From an optimization exercise on the open Yosys and OpenROAD flow, aimed at small area, a short achievable clock period and few clock cycles per item; shortcuts taken in it are not production practice. Where RTL was checked, it was by simulation tests only, not by an equivalence proof against the original. No functional check of the RTL was part of runs 4 and 5. No activity file was given, so power comes from the tool's default toggle rates.

File: config.mk
export PLATFORM = sky130hd
export DESIGN_NAME = smash_noc
export DESIGN_NICKNAME = smash_noc
export VERILOG_FILES = /design/flow/design.v
export SDC_FILE = /design/flow/constraint.sdc
export NUM_CORES = 4
export LEC_CHECK = 0
export CAP_MARGIN = 20
export CORE_MARGIN = 2
export CORE_UTILIZATION = 30
export PLACE_DENSITY = 0.5
export SETUP_SLACK_MARGIN = 2.45
export SLEW_MARGIN = 20
File: constraint.sdc
create_clock -name core_clock -period 6.0 [get_ports {i_clk}]
set_input_delay 1.2000 -clock core_clock [delete_from_list [all_inputs] [get_ports {i_clk}]]
set_output_delay 1.2000 -clock core_clock [all_outputs]
set_load 0.01 [all_outputs]
File: design.v
`timescale 1 ns / 1 ps
module smash_fifo #(
	parameter NUM_SRCS  = 4,
	parameter DATA_SIZE = 32
) (
	input i_clk, i_rst,
	input  [NUM_SRCS * DATA_SIZE - 1:0] i_data,
	input  [NUM_SRCS - 1:0]             i_sel,
	output [DATA_SIZE - 1:0]            o_data,
	input                               i_read,
	input                               i_write,
	output                              o_full
);
	reg [DATA_SIZE - 1:0] mem;
	reg full;
	wire [NUM_SRCS - 1:0] load = i_sel & {NUM_SRCS{!full}};
	reg  [DATA_SIZE - 1:0] mem_next;
	integer k;
	always @(*) begin
		mem_next = mem & {DATA_SIZE{full}};
		for (k = 0; k < NUM_SRCS; k = k + 1)
			mem_next = mem_next | ({DATA_SIZE{load[k]}} & i_data[k * DATA_SIZE +: DATA_SIZE]);
	end
	always @(posedge i_clk) begin
		mem <= mem_next;
	end
	always @(posedge i_clk) begin
		if (i_rst)
			full <= 1'b0;
		else if (i_write && !full)
			full <= 1'b1;
		else if (i_read)
			full <= 1'b0;
	end
	assign o_data = mem;
	assign o_full = full;
endmodule
`timescale 1 ns / 1 ps
module smash_noc #(
	parameter ADDR_SIZE       = 4,
	parameter DATA_SIZE       = 32,
	parameter NUM_ROWS        = 16,
	parameter NUM_COLUMNS     = 16,
	parameter ROUTER_ROW_ADDR = 6,
	parameter ROUTER_COL_ADDR = 9
) (
	input 					 i_clk, i_rst,
	input 					 i_ready_up,
	input [ADDR_SIZE - 1:0]  i_addr_row_up,
	input [ADDR_SIZE - 1:0]  i_addr_col_up,
	input [DATA_SIZE - 1:0]  i_data_up,
	input 					 i_valid_up,
	output 	 				 o_ready_up,
	output 					 o_valid_up,
	output [ADDR_SIZE - 1:0] o_addr_row_up,
	output [ADDR_SIZE - 1:0] o_addr_col_up,
	output [DATA_SIZE - 1:0] o_data_up,
	input 					 i_ready_down,
	input [ADDR_SIZE - 1:0]  i_addr_row_down,
	input [ADDR_SIZE - 1:0]  i_addr_col_down,
	input [DATA_SIZE - 1:0]  i_data_down,
	input 					 i_valid_down,
	output 	 				 o_ready_down,
	output 					 o_valid_down,
	output [ADDR_SIZE - 1:0] o_addr_row_down,
	output [ADDR_SIZE - 1:0] o_addr_col_down,
	output [DATA_SIZE - 1:0] o_data_down,
	input 					 i_ready_left,
	input [ADDR_SIZE - 1:0]  i_addr_row_left,
	input [ADDR_SIZE - 1:0]  i_addr_col_left,
	input [DATA_SIZE - 1:0]  i_data_left,
	input 					 i_valid_left,
	output 	 				 o_ready_left,
	output 					 o_valid_left,
	output [ADDR_SIZE - 1:0] o_addr_row_left,
	output [ADDR_SIZE - 1:0] o_addr_col_left,
	output [DATA_SIZE - 1:0] o_data_left,
	input 					 i_ready_right,
	input [ADDR_SIZE - 1:0]  i_addr_row_right,
	input [ADDR_SIZE - 1:0]  i_addr_col_right,
	input [DATA_SIZE - 1:0]  i_data_right,
	input 					 i_valid_right,
	output 	 				 o_ready_right,
	output 					 o_valid_right,
	output [ADDR_SIZE - 1:0] o_addr_row_right,
	output [ADDR_SIZE - 1:0] o_addr_col_right,
	output [DATA_SIZE - 1:0] o_data_right,
	input 					 pcpi_valid,
	input [31:0] 			 pcpi_insn,
	input [31:0] 			 pcpi_rs1,
	input [31:0] 			 pcpi_rs2,
	output 	 				 pcpi_wr,
	output [31:0] 			 pcpi_rd,
	output 					 pcpi_wait,
	output 	 				 pcpi_ready
);
	localparam FW = 2 * ADDR_SIZE + DATA_SIZE;
	wire [4:0] src_valid = {pcpi_valid && pcpi_insn[31], i_valid_left, i_valid_down,
	                        i_valid_right, i_valid_up};
	wire [ADDR_SIZE - 1:0] src_row [0:4];
	wire [ADDR_SIZE - 1:0] src_col [0:4];
	wire [FW - 1:0] src_flit [0:4];
	assign src_row[0] = i_addr_row_up;    assign src_col[0] = i_addr_col_up;
	assign src_row[1] = i_addr_row_right; assign src_col[1] = i_addr_col_right;
	assign src_row[2] = i_addr_row_down;  assign src_col[2] = i_addr_col_down;
	assign src_row[3] = i_addr_row_left;  assign src_col[3] = i_addr_col_left;
	assign src_row[4] = pcpi_rs2[ADDR_SIZE - 1:0];
	assign src_col[4] = pcpi_rs2[2 * ADDR_SIZE - 1:ADDR_SIZE];
	assign src_flit[0] = {i_addr_col_up,    i_addr_row_up,    i_data_up};
	assign src_flit[1] = {i_addr_col_right, i_addr_row_right, i_data_right};
	assign src_flit[2] = {i_addr_col_down,  i_addr_row_down,  i_data_down};
	assign src_flit[3] = {i_addr_col_left,  i_addr_row_left,  i_data_left};
	assign src_flit[4] = {src_col[4], src_row[4], pcpi_rs1};
	reg [4:0] dir [0:4];
	integer s;
	always @(*) begin
		for (s = 0; s < 5; s = s + 1) begin
			dir[s][0] = src_col[s] == ROUTER_COL_ADDR && src_row[s] > ROUTER_ROW_ADDR;
			dir[s][1] = src_col[s] > ROUTER_COL_ADDR;
			dir[s][2] = src_col[s] == ROUTER_COL_ADDR && src_row[s] < ROUTER_ROW_ADDR;
			dir[s][3] = src_col[s] < ROUTER_COL_ADDR;
			dir[s][4] = src_col[s] == ROUTER_COL_ADDR && src_row[s] == ROUTER_ROW_ADDR;
		end
	end
	reg [4:0] req [0:4];
	integer a, b;
	always @(*) begin
		for (a = 0; a < 5; a = a + 1)
			for (b = 0; b < 5; b = b + 1)
				req[a][b] = src_valid[b] && dir[b][a];
		req[4][4] = 1'b0;
	end
	wire [4:0] out_ready;
	reg  [4:0] grant [0:4];
	wire [4:0] out_valid;
	wire [4:0] out_take;
	wire loc_full;
	wire pcpi_recv = pcpi_valid && !pcpi_insn[31];
	assign out_ready = {!loc_full, i_ready_left, i_ready_down, i_ready_right, i_ready_up};
	genvar o;
	generate
		for (o = 0; o < 5; o = o + 1) begin : g_out
			wire [4:0] oth = req[o] & ~grant[o];
			wire [4:0] pick;
			assign pick[4] = oth[4];
			assign pick[3] = oth[3] && !oth[4];
			assign pick[2] = oth[2] && !(|oth[4:3]);
			assign pick[1] = oth[1] && !(|oth[4:2]);
			assign pick[0] = oth[0] && !(|oth[4:1]);
			assign out_valid[o] = |(grant[o] & req[o]);
			assign out_take[o]  = out_valid[o] && out_ready[o];
			always @(posedge i_clk) begin
				if (i_rst)
					grant[o] <= 5'd1 << (o == 4 ? 0 : (o + 2) % 4);
				else if (!(out_valid[o] && !out_ready[o])) begin
					if (|oth)
						grant[o] <= pick;
					else if (o < 4 && !out_valid[o])
						grant[o] <= 5'b10000;
				end
			end
		end
	endgenerate
	reg [FW - 1:0] out_flit [0:3];
	integer x, k;
	always @(*) begin
		for (x = 0; x < 4; x = x + 1) begin
			out_flit[x] = {FW{1'b0}};
			for (k = 0; k < 5; k = k + 1)
				out_flit[x] = out_flit[x] | ({FW{grant[x][k]}} & src_flit[k]);
		end
	end
	smash_fifo #(4, DATA_SIZE) lane_fifo_center (
		.i_clk   (i_clk),
		.i_rst   (i_rst),
		.i_data  ({i_data_left, i_data_down, i_data_right, i_data_up}),
		.i_sel   (grant[4][3:0]),
		.o_data  (pcpi_rd),
		.i_read  (pcpi_recv),
		.i_write (out_valid[4]),
		.o_full  (loc_full)
	);
	assign o_valid_up    = out_valid[0];
	assign o_valid_right = out_valid[1];
	assign o_valid_down  = out_valid[2];
	assign o_valid_left  = out_valid[3];
	assign {o_addr_col_up,    o_addr_row_up,    o_data_up}    = out_flit[0];
	assign {o_addr_col_right, o_addr_row_right, o_data_right} = out_flit[1];
	assign {o_addr_col_down,  o_addr_row_down,  o_data_down}  = out_flit[2];
	assign {o_addr_col_left,  o_addr_row_left,  o_data_left}  = out_flit[3];
	reg [4:0] src_take;
	integer y, z;
	always @(*) begin
		for (y = 0; y < 5; y = y + 1) begin
			src_take[y] = 1'b0;
			for (z = 0; z < 5; z = z + 1)
				src_take[y] = src_take[y] | (dir[y][z] && grant[z][y] && out_ready[z]);
		end
	end
	assign o_ready_up    = src_take[0];
	assign o_ready_right = src_take[1];
	assign o_ready_down  = src_take[2];
	assign o_ready_left  = src_take[3];
	assign pcpi_ready = pcpi_insn[31] ? (src_take[4] || dir[4][4]) : loc_full;
	assign pcpi_wr    = !pcpi_insn[31];
	assign pcpi_wait  = pcpi_valid && !pcpi_ready;
endmodule
File: flow/run.sh
#!/bin/bash
# Standard ORFS flow, with small buffers on the ports instead of the
# delay cells buffer_ports picks by default.
set -o pipefail
bash standard.sh BUFFER_PORTS_ARGS="-buffer_cell sky130_fd_sc_hd__buf_1" finish > flow.log 2>&1
File: standard.sh
#!/bin/bash
# synth_recipe.tcl (not shown) runs the flow's synth.tcl, then flattens the netlist and writes it again
# the make line also repeats each setting of config.mk as NAME=value (left out here)
make -C /OpenROAD-flow-scripts/flow DESIGN_CONFIG=/design/flow/config.mk WORK_HOME=/design/flow/orfs CLKGATE_MAP_FILE= SYNTH_SCRIPT=/design/flow/synth_recipe.tcl "${@:-finish}"
==> notes.md, run 1 <==
GPL Wtd Cong=0.956; worst-case clock skew=7.86 ps; total congestion overflow=0; crit path launch type=input pin; Syn Nets=1326; Chip Height=162 um; Peak Freq=270 MHz; library cells used by synthesis=76; die width=162 um; #FFs+latches synth=57; final std cells w/o fill=1714; worst-margin pin slew=880 ps; Leakage=3.68 nW; worst hold path class=register to register; routed vias/inst=7.07; largest net degree at the start of global routing=44; Post-synth EDFFs=0; drt total wl=48.6 mm; Vias=12100; critical path fanouts, max=4; fin crit share=61.7%; Initial Util=30.8%; clk sink count=57; final number of hold-violating endpoints=0; Placed Cells incl. Taps=1681; Detailed Route Iter0 Violations=2988; # DRC=0; Max VDD drop=0.0946 mV; Crit path max-delay family=simple AND/OR/NAND/NOR gates; power per cell area=177 nW/um^2; Core ar.=24500 um^2; H-tree Lvls=3; hold-fix buffer count after cts=0; Slew HR=41.3%; Post-Syn Area=7530 um^2; yosys warns=10; Worst-path clk slew=60 ps; DRT Pass-1 Iters=13; sequential share of the synthesized area=15.2%; CTS buffer count=9; Critical Path AT=2500 ps; DR WL/cell=28.4 um; CTS tree=yes; kind of critical path=input pin to output pin; final slew viol count=0; Final Critical Period=3700 ps; Worst Setup End Kind=output pin; vias in the first global route=11400; critical path required time=4800 ps; CP cell instances=buf_8 -> or3b_4 -> or3_4 -> o22a_1 -> nand2_4 -> buf_6; Crit path buffers/inverters=2; status=complete, no violations; initial antenna violation count=2; Area growth, synth to finish=32.3%; Total Die Area=26400 um^2; setup_tns=0 ps; HPWL after DPL=32.3 mm; Skew-Pair Late Insertion Delay=340 ps; CP peak stage delay=420 ps; I/O pin cnt=470; global-route wire length before repair=70.3 mm; I/O Buffers=414; Site Rows=57; max cap viols=0; Detail Route Antenna Nets=0; Max clock buf depth=2; Cells after Synth=1059; Setup-failing EPs final=0; GRT Overall Usage=34.5%; Mapped Avg Cell Area=7.11 um^2; share of layout cells above drive strength 1=12.6%; slowest cell on the critical path=or3b_4; Post-synth ARST share=0%; CTS root buf=clkbuf_16; fin nets=1651; Main synth FF type=dfxtp_1; RSZ-0062 raised after global routing=true
==> state kept, by name, summed over array words and instances, names as in the netlist <==
signal	cells
lane_fifo_center.mem	32
grant	24
lane_fifo_center.full	1
==> cell type report <==
class,count,area (um^2)
fill,2700,14500
multi-input combinational,847,6030
timing repair buffer,457,2000
sequential,57,1170
tap,324,405
clock buffer,10,239
clock inverter,6,67.6
inverter,12,45.0
antenna,1,2.50
==> repair_timing <==
action,4_1_cts,5_1_grt
endpoints found under the setup margin,10,10
gates resized for setup,77,29
buffers inserted,10,6
pin swaps,16,8
endpoints found under the hold margin,0,0
==> cell families (layout without fill, tap and decap cells) <==
family	Yosys count	count (layout)	share of synthesized area, %
mux	3	3	0.399
simple gates	374	374	24.2
buf+inv	155	485	7.91
flops	57	57	15.2
compound gates	470	470	52.3
other cells	0	1	0
==> metal layers <==
| metal | global-route usage (%) | wire, um | vias up |
|---|---|---|---|
| met5 | 0 | 13 | - |
| met3 | 7.79 | 6340 | 220 |
| met4 | 17.9 | 2300 | 2 |
| li1 | - | - | 5109 |
| met2 | 56.5 | 22300 | 1130 |
| met1 | 42.4 | 17700 | 5659 |
==> tightest hold or removal path, delay by kind of cell (launching register included) <==
kind | cells | cell delay [ps]
DFF | 1 | 320
and+or+nand+nor | 1 | 80
AOI/OAI and AO/OA | 1 | 80
==> per-stage QoR <==
stage | worst slack [ps] | hold slack (ps) | utilization (%) | area [um^2] | total power [mW]
2_1_floorplan | 2310 | 466 | - | 7560 | 0.824
3_3_place_gp | 1770 | 494 | 37.6 | 9200 | 1.18
3_5_place_dp | 1760 | 495 | 37.6 | 9200 | 1.18
4_1_cts | 2290 | 510 | 40.1 | 9800 | 1.74
5_1_grt | 2230 | 534 | 40.7 | 9960 | 1.85
6_report | 2300 | 506 | 40.7 | 9960 | 1.76
==> cell usage in the layout (no fill, tap or decap), drive strengths merged, types with 5 or more instances in the layout <==
cell    instances
a22oi         225
dfxtp          57
buf           449
nor4            5
inv            12
a31oi           8
a21oi           8
or4b            8
clkbuf         18
nor2b           6
nand3b          5
nor3b           7
o31ai           5
o21ai          12
nand2         219
nor2           29
nor3            7
nand3          45
a222oi        159
nand4           7
==> power breakdown <==
group / internal [mW] / switching, mW / total (mW)
logic: 0.262 / 0.499 / 0.761
registers: 0.400 / 0.0653 / 0.465
clock network: 0.333 / 0.205 / 0.538
==> synthesized netlist by cell type, drive strengths merged (3+ instances only) <==
library cell	n	area share, %
a22oi	225	22
nand2	219	11
a222oi	159	21
clkbuf	131	6.5
dfxtp	57	15
nand3	45	3.0
nor2	29	1.4
buf	12	0.76
inv	12	0.60
o21ai	12	0.95
a21oi	8	0.53
a31oi	8	0.66
or4b	8	1.1
nand4	7	0.78
nor3	7	0.47
nor3b	7	0.85
nor2b	6	0.50
nand3b	5	0.50
nor4	5	0.42
o31ai	5	0.50
a311oi	4	0.47
nand2b	4	0.33
nand4b	4	0.47
o22ai	4	0.33
o31a	4	0.47
or2	4	0.33
or3	4	0.40
or4	4	0.40
a211oi	3	0.30
mux2i	3	0.40
nor4b	3	0.52
o211ai	3	0.30
or3b	3	0.38
==> worst paths after layout <==
path	start	endpoint	slack, ps	depth (start not counted)
setup reg to reg	grant[2][3]	grant[2][1]	3590	6
hold / removal	lane_fifo_center.mem[19]	lane_fifo_center.mem[19]	510	2
setup / recovery	i_addr_col_right[2]	o_valid_down	2300	6
hold reg to reg	lane_fifo_center.mem[19]	lane_fifo_center.mem[19]	510	2
Testbench counts, summed over its fixed seeds: cycles 3,730, items 8,000.
==> run 2, diff against run 1 <==
--- a/config.mk
+++ b/config.mk
@@ -9,5 +9,5 @@
 export CORE_MARGIN = 2
-export CORE_UTILIZATION = 30
-export PLACE_DENSITY = 0.5
-export SETUP_SLACK_MARGIN = 2.45
+export CORE_UTILIZATION = 20
+export PLACE_DENSITY = 0.4
+export SETUP_SLACK_MARGIN = 2.3
 export SLEW_MARGIN = 20
==> notes.md, run 2 <==
final slew viol count=0; CTS root buf=clkbuf_16; total congestion overflow=0; worst hold path class=register to register; Gate power share=42.8%; Metal-1 WL=20.6 mm; setup_tns=0 ps; power per cell area=177 nW/um^2; Post-synth ARST share=0%; DR WL/cell=27.8 um; I/O Buffers=414; CP peak stage delay=410 ps; CP cell instances=buf_6 -> or3b_4 -> or3_4 -> o22a_1 -> nand2_4 -> buf_6; Worst Setup End Kind=output pin; Mapped Avg Cell Area=7.11 um^2; routed vias/inst=6.33; status=complete, no violations; die width=198 um; RSZ-0062 raised after global routing=true; Max clock buf depth=2; DRT Pass-1 Iters=10; Synth top area share=22.4%; Worst-path clk slew=60 ps; met2 wire len=25.0 mm; CTS buffer count=9; #FFs+latches synth=57; Site Rows=71; Post-synth EDFFs=0; fin crit share=62.0%; Detailed Route Iter0 Violations=2135; Flop pwr share=26.2%; # diodes=0; global-route wire length before repair=74.7 mm; DR WL met3=5.70 mm; # DRC=0; Total Die Area=39200 um^2; I/O pin cnt=470; final number of hold-violating endpoints=0; dominant cell type by area after synthesis=a22oi_1; Area growth, synth to finish=33.4%; crit path launch type=input pin; initial antenna violation count=1; Cell Int Power=980 uW; drt total wl=52.7 mm; GRT Overall Usage=25.4%; GPL Wtd Cong=0.906; total power draw=1.77 mW; multiplexer area fraction after synthesis=0.399%; largest net degree at the start of global routing=45; Largest regs=lane_fifo_center.mem: 32 flops, grant: 24 flops, lane_fifo_center.full: 1 flops; hold-fix buffer count after cts=0; worst-margin pin slew=957 ps; number of flip-flops in the largest register=32; WHS=514 ps; Main synth FF type=dfxtp_1; fillers=4228; cell mode on critical path=buf_6; yosys warns=10; Syn Nets=1326; Setup-failing EPs final=0; Core ar.=37400 um^2; Post-Synth XOR/XNOR Area=0%; main combinational cell family by area after synthesis=compound AO/OA/AOI/OAI gates; Critical Path AT=2520 ps; top-count cell post-synth=a22oi_1; Vias=12000; Clock power frac=31.0%; slowest cell on the critical path=or3b_4; share of layout cells above drive strength 1=11.1%; clk sink count=57; H-tree Lvls=3; sequential share of the synthesized area=15.2%; Detail Route Antenna Nets=0; max cap viols=0; Leakage=3.61 nW; area fraction in compound gates after synthesis=52.3%; switch share=44.8%; fin nets=1645; library cells used by synthesis=76; vias in the first global route=11400; Post-Synth Simple-Gate Area=24.2%; Adder-Cell Fraction of Synth Area=0%; Max VDD drop=0.120 mV; Top reg by flops=lane_fifo_center.mem; Chip Height=198 um; Cells after Synth=1059; Synth area leaders=a22oi_1 22%, a222oi_1 21%, dfxtp_1 15%; worst-case clock skew=16.7 ps; hold path start=lane_fifo_center.mem[5]; critical path fanouts, max=7; Skew-Pair Late Insertion Delay=340 ps; final instance area=10000 um^2; RR Startpoint=grant[0][3]; switching pwr=794 uW; CTS tree=yes; kind of critical path=input pin to output pin; worst-case register-to-register setup slack=3400 ps; Final Critical Period=3720 ps; HPWL after DPL=35.2 mm; critical path required time=4800 ps; Peak Freq=269 MHz; crit path launch=i_addr_col_right[0]; Post-Syn Area=7530 um^2; Slew HR=36.2%; most frequent cells in the layout=375 x buf_1, 225 x a22oi_1, 217 x nand2_1; Top Metal Used=met4; Initial Util=20.1%; post-placement cell area=9430 um^2; Post-synth top cells=225 x a22oi_1, 219 x nand2_1, 159 x a222oi_1; commonest non-fill, non-tap cell in the layout=buf_1
==> run 2: cell counts after synthesis <==
Identical to the previous run, type by type.
==> run 2: timing repair <==
item,CTS,global route
pin swaps,8,9
setup buffers,8,3
resized for setup,58,26
setup endpoints to repair,8,9
==> run 2: kinds of logic (layout without fill, tap and decap cells) <==
family,count (synthesis),after routing
AO/OA/AOI/OAI,470,470
AND/OR/NAND/NOR,374,374
buffers and inverters,155,479
flip-flops,57,57
multiplexers,3,3
==> run 2: cell type report <==
type | count | area, um^2 | area share [%]
flip-flops and latches | 57 | 1170 | 11.6
well taps | 511 | 639 | 6.36
clock inverters | 6 | 68.8 | 0.685
multi-input cells | 847 | 5960 | 59.3
repair buffers | 451 | 1940 | 19.3
inverters | 12 | 45.0 | 0.448
clock buffers | 10 | 229 | 2.28
==> run 2: per-stage QoR <==
| stage | setup slack [ps] | std cells | utilization (%) |
|---|---|---|---|
| after floorplan | 2280 | 1059 | - |
| after global placement | 1750 | 1867 | 25.2 |
| after detailed placement | 1700 | 1867 | 25.2 |
| after CTS | 2250 | 1891 | 26.6 |
| after global routing | 2230 | 1894 | 26.9 |
| final | 2280 | 1894 | 26.9 |
==> run 2: final timing paths <==
kind	to	depth (start not counted)
min reg2reg	lane_fifo_center.mem[5]	2
min	lane_fifo_center.mem[5]	2
max	o_valid_down	6
max reg2reg	grant[0][3]	6
==> run 2: power by group through the flow <==
| stage | Clock [mW] | Sequential (mW) | Combinational (mW) |
|---|---|---|---|
| global route | 0.590 | 0.466 | 0.817 |
| detailed placement | 0 | 0.470 | 0.724 |
| global placement | 0 | 0.470 | 0.727 |
| CTS | 0.574 | 0.461 | 0.738 |
| finish | 0.549 | 0.465 | 0.760 |
| floorplan | 0 | 0.421 | 0.402 |
==> run 2: layer usage <==
metal | track usage [%] | vias up
li1 | - | 5094
met1 | 32.3 | 5788
met2 | 41.5 | 988
met3 | 5.83 | 117
met4 | 10.0 | 0
met5 | 0 | -
==> run 2: critical path, delay by kind of cell <==
family | cells | cell delay [ps]
compound gates | 1 | 200
buf+inv | 2 | 220
simple gates | 3 | 890
==> run 3, diff against run 2 <==
--- a/config.mk
+++ b/config.mk
@@ -9,4 +9,4 @@
 export CORE_MARGIN = 2
-export CORE_UTILIZATION = 20
-export PLACE_DENSITY = 0.4
+export CORE_UTILIZATION = 30
+export PLACE_DENSITY = 0.5
 export SETUP_SLACK_MARGIN = 2.3
==> notes.md, run 3 <==
dominant cell type by area after synthesis=a22oi_1; vias in the first global route=11500; main combinational cell family by area after synthesis=compound AO/OA/AOI/OAI gates; # DRC=0; number of flip-flops in the largest register=32; crit path launch type=input pin; power per cell area=179 nW/um^2; most frequent cells in the layout=374 x buf_1, 225 x a22oi_1, 216 x nand2_1; crit path launch=i_addr_col_up[1]; Top reg by flops=lane_fifo_center.mem; Critical Path AT=2500 ps; total congestion overflow=0; Initial Util=30.8%; Post-synth ARST share=0%; WHS=511 ps; fin nets=1638; library cells used by synthesis=76; Site Rows=57; Skew-Pair Late Insertion Delay=330 ps; Syn Nets=1326; share of layout cells above drive strength 1=10.9%; Adder-Cell Fraction of Synth Area=0%; HPWL after DPL=31.9 mm; I/O Buffers=414; initial antenna violation count=3; Detailed Route Iter0 Violations=3131; multiplexer area fraction after synthesis=0.399%; Total Die Area=26400 um^2; Worst-path clk slew=60 ps; Max VDD drop=0.102 mV; worst hold path class=register to register; Cells after Synth=1059; status=complete, no violations; Chip Height=162 um; drt total wl=48.6 mm; kind of critical path=input pin to output pin; Synth area leaders=a22oi_1 22%, a222oi_1 21%, dfxtp_1 15%; GPL Wtd Cong=0.987; largest net degree at the start of global routing=45; worst-margin pin slew=1190 ps; Post-synth EDFFs=0; Final Critical Period=3700 ps; Post-Synth XOR/XNOR Area=0%; Largest regs=lane_fifo_center.mem: 32 flops, grant: 24 flops, lane_fifo_center.full: 1 flops; Worst Setup End Kind=output pin; DRT Pass-1 Iters=14; yosys warns=10; CTS tree=yes; GRT Overall Usage=35.0%; CP cell instances=buf_6 -> or3b_4 -> or3_4 -> o22a_1 -> nand2_4 -> buf_6; Post-Synth Simple-Gate Area=24.2%; switching pwr=764 uW; Main synth FF type=dfxtp_1; DR WL/cell=28.5 um; switch share=43.6%; Leakage=3.59 nW; Area growth, synth to finish=30.3%; Post-synth top cells=225 x a22oi_1, 219 x nand2_1, 159 x a222oi_1; setup_tns=0 ps; Mapped Avg Cell Area=7.11 um^2; cell mode on critical path=buf_6; final instance area=9810 um^2; critical path required time=4800 ps; Cell Int Power=988 uW; fin crit share=61.7%; hold path start=lane_fifo_center.mem[21]; H-tree Lvls=3; CTS root buf=clkbuf_16; Post-Syn Area=7530 um^2; Slew HR=20.1%; Vias=12100; critical path fanouts, max=8; final number of hold-violating endpoints=0; post-placement cell area=9170 um^2; clk sink count=57; CP peak stage delay=400 ps; Detail Route Antenna Nets=0; top-count cell post-synth=a22oi_1; Clock power frac=30.6%; die width=162 um; global-route wire length before repair=71.6 mm; routed vias/inst=7.07; CTS buffer count=9; I/O pin cnt=470; #FFs+latches synth=57; Setup-failing EPs final=0; final slew viol count=0; slowest cell on the critical path=or3b_4; RR Startpoint=grant[3][2]; area fraction in compound gates after synthesis=52.3%; Synth top area share=22.4%; Max clock buf depth=2; max cap viols=0; RSZ-0062 raised after global routing=true; sequential share of the synthesized area=15.2%; Core ar.=24500 um^2; commonest non-fill, non-tap cell in the layout=buf_1; Gate power share=42.8%; worst-case clock skew=7.23 ps; Flop pwr share=26.6%; Peak Freq=270 MHz
==> run 3: cell counts after synthesis <==
No cell type changed its count.
==> run 3: cell families (layout without fill, tap and decap cells) <==
kind of cell	after synthesis	after routing
buf+inv	155	471
compound gates	470	470
flops	57	57
other cells	0	4
mux	3	3
simple gates	374	375
==> run 3: layout make-up <==
| class | count | area [um^2] |
|---|---|---|
| repair buffers | 443 | 1890 |
| multi-input cells | 848 | 5970 |
| diodes | 4 | 10.0 |
| clock inverters | 6 | 67.6 |
| fillers | 2674 | 14700 |
| inverters | 12 | 45.0 |
| clock buffers | 10 | 239 |
| well taps | 324 | 405 |
| flip-flops and latches | 57 | 1170 |
==> run 3: routing by layer <==
metal  GRT usage [%]  share of wire (%)  wire, um
met1            43.8                 37     17900
met2            55.5                 45     21800
met3            8.91                 13      6440
met4            18.4                5.1      2460
met5               0                  0         0
==> run 3: power groups by stage <==
stage	Clock, mW	Combinational (mW)	Sequential (mW)
after CTS	0.552	0.724	0.463
after global placement	0	0.710	0.471
after global routing	0.567	0.804	0.467
after detailed placement	0	0.710	0.471
final	0.536	0.750	0.466
after floorplan	0	0.402	0.421
==> run 3: repair_timing <==
action,in CTS,in global routing
resized for setup,60,28
gates cloned,1,0
hold endpoints to repair,0,0
hold buffers,0,0
endpoints found under the setup margin,8,8
pin swaps,8,10
buffers inserted,6,1
==> run 3: final timing paths <==
kind,endpoint,cells after the start,slack [ps]
max,o_valid_down,6,2300
max reg2reg,grant[3][1],6,3510
min,lane_fifo_center.mem[21],2,510
min reg2reg,lane_fifo_center.mem[21],2,510
==> run 3: stage by stage <==
step	cells	total power, mW	util [%]	setup WS [ps]
final	1704	1.75	40.1	2300
after CTS	1699	1.74	39.7	2270
after detailed placement	1676	1.18	37.5	1770
after global routing	1703	1.84	40.1	2270
after floorplan	1059	0.823	-	2280
after global placement	1676	1.18	37.5	1790
==> run 3: worst max-delay path, delay by kind of cell <==
family,cells,cell delay [ps]
AND/OR/NAND/NOR,3,820
AO/OA/AOI/OAI,1,250
buffers and inverters,2,230
==> run 4, diff against run 3 <==
--- a/design.v
+++ b/design.v
@@ -132,2 +132,16 @@
 	end
+	reg [FW - 1:0] out_flit [0:3];
+	reg [3:0] out_dir;
+	integer x, k;
+	always @(*) begin
+		for (x = 0; x < 4; x = x + 1) begin
+			out_flit[x] = {FW{1'b0}};
+			for (k = 0; k < 5; k = k + 1)
+				out_flit[x] = out_flit[x] | ({FW{grant[x][k]}} & src_flit[k]);
+		end
+		out_dir[0] = out_flit[0][FW - 1:FW - ADDR_SIZE] == ROUTER_COL_ADDR && out_flit[0][FW - ADDR_SIZE - 1:DATA_SIZE] > ROUTER_ROW_ADDR;
+		out_dir[1] = out_flit[1][FW - 1:FW - ADDR_SIZE] > ROUTER_COL_ADDR;
+		out_dir[2] = out_flit[2][FW - 1:FW - ADDR_SIZE] == ROUTER_COL_ADDR && out_flit[2][FW - ADDR_SIZE - 1:DATA_SIZE] < ROUTER_ROW_ADDR;
+		out_dir[3] = out_flit[3][FW - 1:FW - ADDR_SIZE] < ROUTER_COL_ADDR;
+	end
 	wire [4:0] out_ready;
@@ -149,3 +163,3 @@
 			assign pick[0] = oth[0] && !(|oth[4:1]);
-			assign out_valid[o] = |(grant[o] & req[o]);
+			assign out_valid[o] = o < 4 ? (|(grant[o] & src_valid)) && out_dir[o] : |(grant[o] & req[o]);
 			assign out_take[o]  = out_valid[o] && out_ready[o];
@@ -163,11 +177,2 @@
 	endgenerate
-	reg [FW - 1:0] out_flit [0:3];
-	integer x, k;
-	always @(*) begin
-		for (x = 0; x < 4; x = x + 1) begin
-			out_flit[x] = {FW{1'b0}};
-			for (k = 0; k < 5; k = k + 1)
-				out_flit[x] = out_flit[x] | ({FW{grant[x][k]}} & src_flit[k]);
-		end
-	end
 	smash_fifo #(4, DATA_SIZE) lane_fifo_center (
==> notes.md, run 4 <==
kind of critical path=input pin to output pin; share of layout cells above drive strength 1=10.6%; max cap viols=0; initial antenna violation count=3; final number of hold-violating endpoints=0; Area growth, synth to finish=31.0%; final slew viol count=0; total power draw=1.77 mW; hold-fix buffer count after cts=0; Synth top area share=23.5%; H-tree Lvls=3; Max clock buf depth=2; post-route setup slack=2060 ps; Mapped Avg Cell Area=7.12 um^2; crit path launch=i_addr_col_left[2]; die width=161 um; CTS tree=yes; WHS=511 ps; GPL Wtd Cong=0.923; routed vias/inst=7.03; Final Critical Period=3940 ps; Synth area leaders=a22oi_1 24%, a222oi_1 22%, dfxtp_1 15%; I/O Buffers=414; Critical Path AT=2740 ps; Worst Setup End Kind=output pin; worst-margin pin slew=1150 ps; Main synth FF type=dfxtp_1; final std cells w/o fill=1711; Post-Syn Area=7410 um^2; sequential share of the synthesized area=15.4%; CP peak stage delay=520 ps; commonest non-fill, non-tap cell in the layout=buf_1; power per cell area=182 nW/um^2; Post-synth EDFFs=0; final instance area=9710 um^2; Crit path buffers/inverters=3; #FFs+latches synth=57; Setup-failing EPs final=0; Detail Route Antenna Nets=0; Total Die Area=26000 um^2; Vias=12000; vias in the first global route=11200; CTS buffer count=9; Largest regs=lane_fifo_center.mem: 32 flops, grant: 24 flops, lane_fifo_center.full: 1 flops; total congestion overflow=0; global-route wire length before repair=69.2 mm; status=complete, no violations; slowest cell on the critical path=or4_4; fin nets=1645; Final Util=39.9%; CTS root buf=clkbuf_16; post-placement cell area=9040 um^2; number of flip-flops in the largest register=32; setup_tns=0 ps; Chip Height=161 um; pre-CTS worst setup slack=1980 ps; hold path start=lane_fifo_center.mem[13]; library cells used by synthesis=63; crit path launch type=input pin; Post-synth ARST share=0%; Site Rows=57; Leakage=3.57 nW; # DRC=0; Placed Cells incl. Taps=1667; RSZ-0062 raised after global routing=true; dominant cell type by area after synthesis=a22oi_1; worst-case clock skew=4.23 ps; CP cell instances=buf_8 -> a222oi_1 -> nand2_1 -> a31o_1 -> or4_4 -> clkinv_4 -> buf_6; Crit path max-delay family=simple AND/OR/NAND/NOR gates; fin crit share=65.7%; Detailed Route Iter0 Violations=2934; Slew HR=23.3%; Initial Util=30.5%; Peak Freq=254 MHz; critical path required time=4800 ps; worst hold path class=register to register; HPWL after DPL=30.4 mm; Post-synth top cells=232 x a22oi_1, 218 x nand2_1, 160 x a222oi_1; DRT Pass-1 Iters=11; I/O pin cnt=470; Worst-path clk slew=50 ps; RR Startpoint=grant[0][4]; Cells after Synth=1040; DR WL/cell=27.7 um; Syn Nets=1307; largest net degree at the start of global routing=47; drt total wl=47.4 mm; Skew-Pair Late Insertion Delay=340 ps; clk sink count=57; most frequent cells in the layout=378 x buf_1, 232 x a22oi_1, 218 x nand2_1; Top reg by flops=lane_fifo_center.mem; critical path fanouts, max=2; yosys warns=10; Max VDD drop=0.115 mV; Core ar.=24300 um^2; top-count cell post-synth=a22oi_1; GRT Overall Usage=34.3%
## run 4: worst paths after layout
path | to | slack (ps) | cells past startpoint
worst max-delay path | o_valid_up | 2060 | 7
worst min-delay path | lane_fifo_center.mem[13] | 510 | 2
worst max register to register | grant[0][2] | 3170 | 9
worst min register to register | lane_fifo_center.mem[13] | 510 | 2
## run 4: per-layer routing
| layer | GRT usage, % | wire, um | up-vias |
|---|---|---|---|
| met5 | 0 | 0 | - |
| met4 | 15.1 | 1860 | 0 |
| met3 | 8.60 | 6100 | 161 |
| met2 | 52.5 | 21100 | 1122 |
| met1 | 45.5 | 18400 | 5667 |
| li1 | - | - | 5084 |
## run 4: kinds of logic (layout without fill, tap and decap cells)
kind of cell    count (synthesis)  after routing  synth area share [%]
mux                             8              8                  1.08
other cells                     0              4                     0
flops                          57             57                  15.4
compound gates                472            472                  53.1
buf+inv                       140            481                  7.73
simple gates                  363            365                  22.7
## run 4: cell type report
type | instances | area [um^2]
diodes | 4 | 10.0
clock buffers | 11 | 253
clock inverters | 5 | 30.0
fillers | 2660 | 14600
inverters | 8 | 35.0
multi-input cells | 845 | 5820
flip-flops and latches | 57 | 1170
well taps | 324 | 405
repair buffers | 457 | 1980
## run 4: power breakdown
group | internal [mW] | leakage, nW | switching (mW)
registers | 0.401 | 0.483 | 0.0750
clock network | 0.300 | 0.137 | 0.202
logic | 0.280 | 2.95 | 0.511
total | 0.981 | 3.57 | 0.788
## run 4: what timing repair did
item,CTS,global route
endpoints found under the setup margin,8,11
endpoints found under the hold margin,0,0
cloned,2,0
setup buffers,14,8
pin swaps,12,15
gates resized for setup,31,37
## run 4: worst reg2reg max path, delay by kind of cell (launching register included)
family	cells	cell delay, ps
AOI/OAI and AO/OA	4	1040
and+or+nand+nor	2	680
buffers and inverters	3	540
DFF	1	470
==> run 5, diff against run 4 <==
--- a/config.mk
+++ b/config.mk
@@ -11,3 +11,3 @@
 export PLACE_DENSITY = 0.5
-export SETUP_SLACK_MARGIN = 2.3
+export SETUP_SLACK_MARGIN = 2.15
 export SLEW_MARGIN = 20
==> notes.md, run 5 <==
status=complete, no violations; Critical Path AT=2710 ps; I/O Buffers=414; switch share=44.8%; Reg2Reg Depth=9; Leakage=3.43 nW; Total Die Area=26000 um^2; crit path launch type=input pin; Final Critical Period=3910 ps; initial antenna violation count=3; H-tree Lvls=3; routed vias/inst=7.06; RR Startpoint=grant[0][2]; hold path start=lane_fifo_center.mem[13]; top-count cell post-synth=a22oi_1; RSZ-0062 raised after global routing=true; Chip Height=161 um; # DRC=0; Top reg by flops=lane_fifo_center.mem; kind of critical path=input pin to output pin; GRT Overall Usage=33.6%; GPL Wtd Cong=0.923; Post-synth top cells=232 x a22oi_1, 218 x nand2_1, 160 x a222oi_1; global-route wire length before repair=68.2 mm; number of flip-flops in the largest register=32; worst-margin pin slew=1170 ps; vias in the first global route=11100; Max VDD drop=0.110 mV; worst-case clock skew=5.57 ps; I/O pin cnt=470; Setup-failing EPs final=0; Skew-Pair Late Insertion Delay=340 ps; post-placement cell area=9040 um^2; Peak Freq=256 MHz; Area growth, synth to finish=28.7%; Cells after Synth=1040; Post-Syn Area=7410 um^2; Max clock buf depth=2; Slew HR=21.5%; CTS buffer count=9; Worst-path clk slew=50 ps; yosys warns=10; die width=161 um; critical path fanouts, max=8; Largest regs=lane_fifo_center.mem: 32 flops, grant: 24 flops, lane_fifo_center.full: 1 flops; power per cell area=184 nW/um^2; Gate power share=44.2%; Synth top area share=23.5%; Site Rows=57; setup_tns=0 ps; #FFs+latches synth=57; HPWL after DPL=30.4 mm; Detailed Route Iter0 Violations=2788; Syn Nets=1307; Mapped Avg Cell Area=7.12 um^2; CTS root buf=clkbuf_16; Detail Route Antenna Nets=0; sequential share of the synthesized area=15.4%; DR WL/cell=27.9 um; dominant cell type by area after synthesis=a22oi_1; drt total wl=47.4 mm; worst-case register-to-register setup slack=3200 ps; Core ar.=24300 um^2; fin nets=1634; final number of hold-violating endpoints=0; library cells used by synthesis=63; Final Util=39.2%; clk sink count=57; commonest non-fill, non-tap cell in the layout=buf_1; Initial Util=30.5%; final slew viol count=0; hold worst-path end=lane_fifo_center.mem[13]; WHS=511 ps; total congestion overflow=0; largest net degree at the start of global routing=47; max cap viols=0; share of layout cells above drive strength 1=7.73%; Post-synth ARST share=0%; Flop pwr share=27.2%; Synth area leaders=a22oi_1 24%, a222oi_1 22%, dfxtp_1 15%; worst hold path class=register to register; Min-Delay Path Depth=2; most frequent cells in the layout=399 x buf_1, 232 x a22oi_1, 218 x nand2_1; Cell Int Power=967 uW; fillers=2674; Clock power frac=28.6%; Post-synth EDFFs=0; switching pwr=786 uW; DRT Pass-1 Iters=12; worst r2r dst=grant[0][2]; Vias=12000; critical path required time=4800 ps; Main synth FF type=dfxtp_1; CTS tree=yes; fin crit share=65.2%; Worst Setup End Kind=output pin; final instance area=9530 um^2
[run 5: cell counts after synthesis]
No cell type changed its count.
[run 5: timing repair]
item	CTS	global route
hold buffers	0	0
endpoints found under the setup margin	3	9
gates cloned	0	2
pin swaps	4	9
resized for setup	7	29
setup buffers	9	2
[run 5: worst max path at each step]
| stage | from | to | depth (start not counted) |
|---|---|---|---|
| final | i_valid_right | o_valid_up | 6 |
| after floorplan | i_addr_col_left[2] | o_valid_up | 5 |
| after CTS | i_addr_col_left[2] | o_addr_col_up[2] | 11 |
| after detailed placement | i_addr_col_left[2] | o_valid_up | 7 |
| after global placement | i_addr_col_left[2] | o_valid_up | 7 |
| after global routing | i_valid_right | o_valid_up | 6 |
[run 5: final cells by class]
class | instances | area, um^2 | area share [%]
timing repair buffer | 446 | 1860 | 19.5
sequential | 57 | 1170 | 12.3
clock inverter | 5 | 30.0 | 0.315
antenna | 4 | 10.0 | 0.105
tap | 324 | 405 | 4.25
clock buffer | 11 | 253 | 2.65
multi-input combinational | 845 | 5760 | 60.5
inverter | 8 | 35.0 | 0.368
[run 5: logic make-up after synthesis]
kind of cell | synth area share [%]
buffers and inverters | 7.73
AND/OR/NAND/NOR | 22.7
AO/OA/AOI/OAI | 53.1
multiplexers | 1.08
flip-flops | 15.4
[run 5: critical path, stage by stage]
cell	delay, ps
buf_1	430
a22oi_1	140
a31o_1	260
or4_4	520
clkinv_4	70
buf_6	90
[run 5: power groups by stage]
stage | sequential (mW) | combinational [mW] | clock [mW]
floorplan | 0.421 | 0.424 | 0
global placement | 0.479 | 0.734 | 0
detailed placement | 0.479 | 0.735 | 0
CTS | 0.471 | 0.745 | 0.514
global route | 0.476 | 0.828 | 0.533
finish | 0.476 | 0.775 | 0.502
[run 5: layer usage]
layer	GRT usage [%]	part of all wire [%]
met1	45.1	38
met2	51.2	44
met3	8.01	14
met4	14.9	4.1
met5	0	0
[run 5: through the flow]
step           total power, mW  instances  setup slack, ps
2_1_floorplan            0.845       1040             2350
3_3_place_gp              1.21       1667             2000
3_5_place_dp              1.21       1667             1980
4_1_cts                   1.73       1692             2080
5_1_grt                   1.84       1699             2080
6_report                  1.75       1700             2090

port drivers added, routing unchanged:
How much do the figures lean on ideal ports? The routed layouts below were timed once more, with nothing changed but the port constraints.
Step 1 assumes that a clkbuf_16 drives the clock port and a buf_2 every other input.
Step 2 moves the port delays by t, midway between the first and last clock arrival at a register: inputs arrive t later, outputs are due t later. That takes back most of the time a late clock gives input paths.
a / b / c = ideal / step 1 / step 2; a / b = the first two.
run	t (ns)	setup WS [ns]	worst slew at a driven data input, ns	pins driven straight from the clock port
run 1	0.380	2.295 / 2.256 / 2.256	0.10	1
run 2	0.382	2.279 / 2.231 / 2.231	0.09	1
run 3	0.363	2.299 / 2.256 / 2.256	0.13	1
run 4	0.383	2.057 / 2.015 / 2.015	0.10	1
run 5	0.382	2.091 / 2.063 / 2.063	0.10	1
After both steps every run listed still meets setup and hold. The setup slack of run 2, which loses most, moves by -0.048 ns with the drivers and by -0.048 ns with both steps.
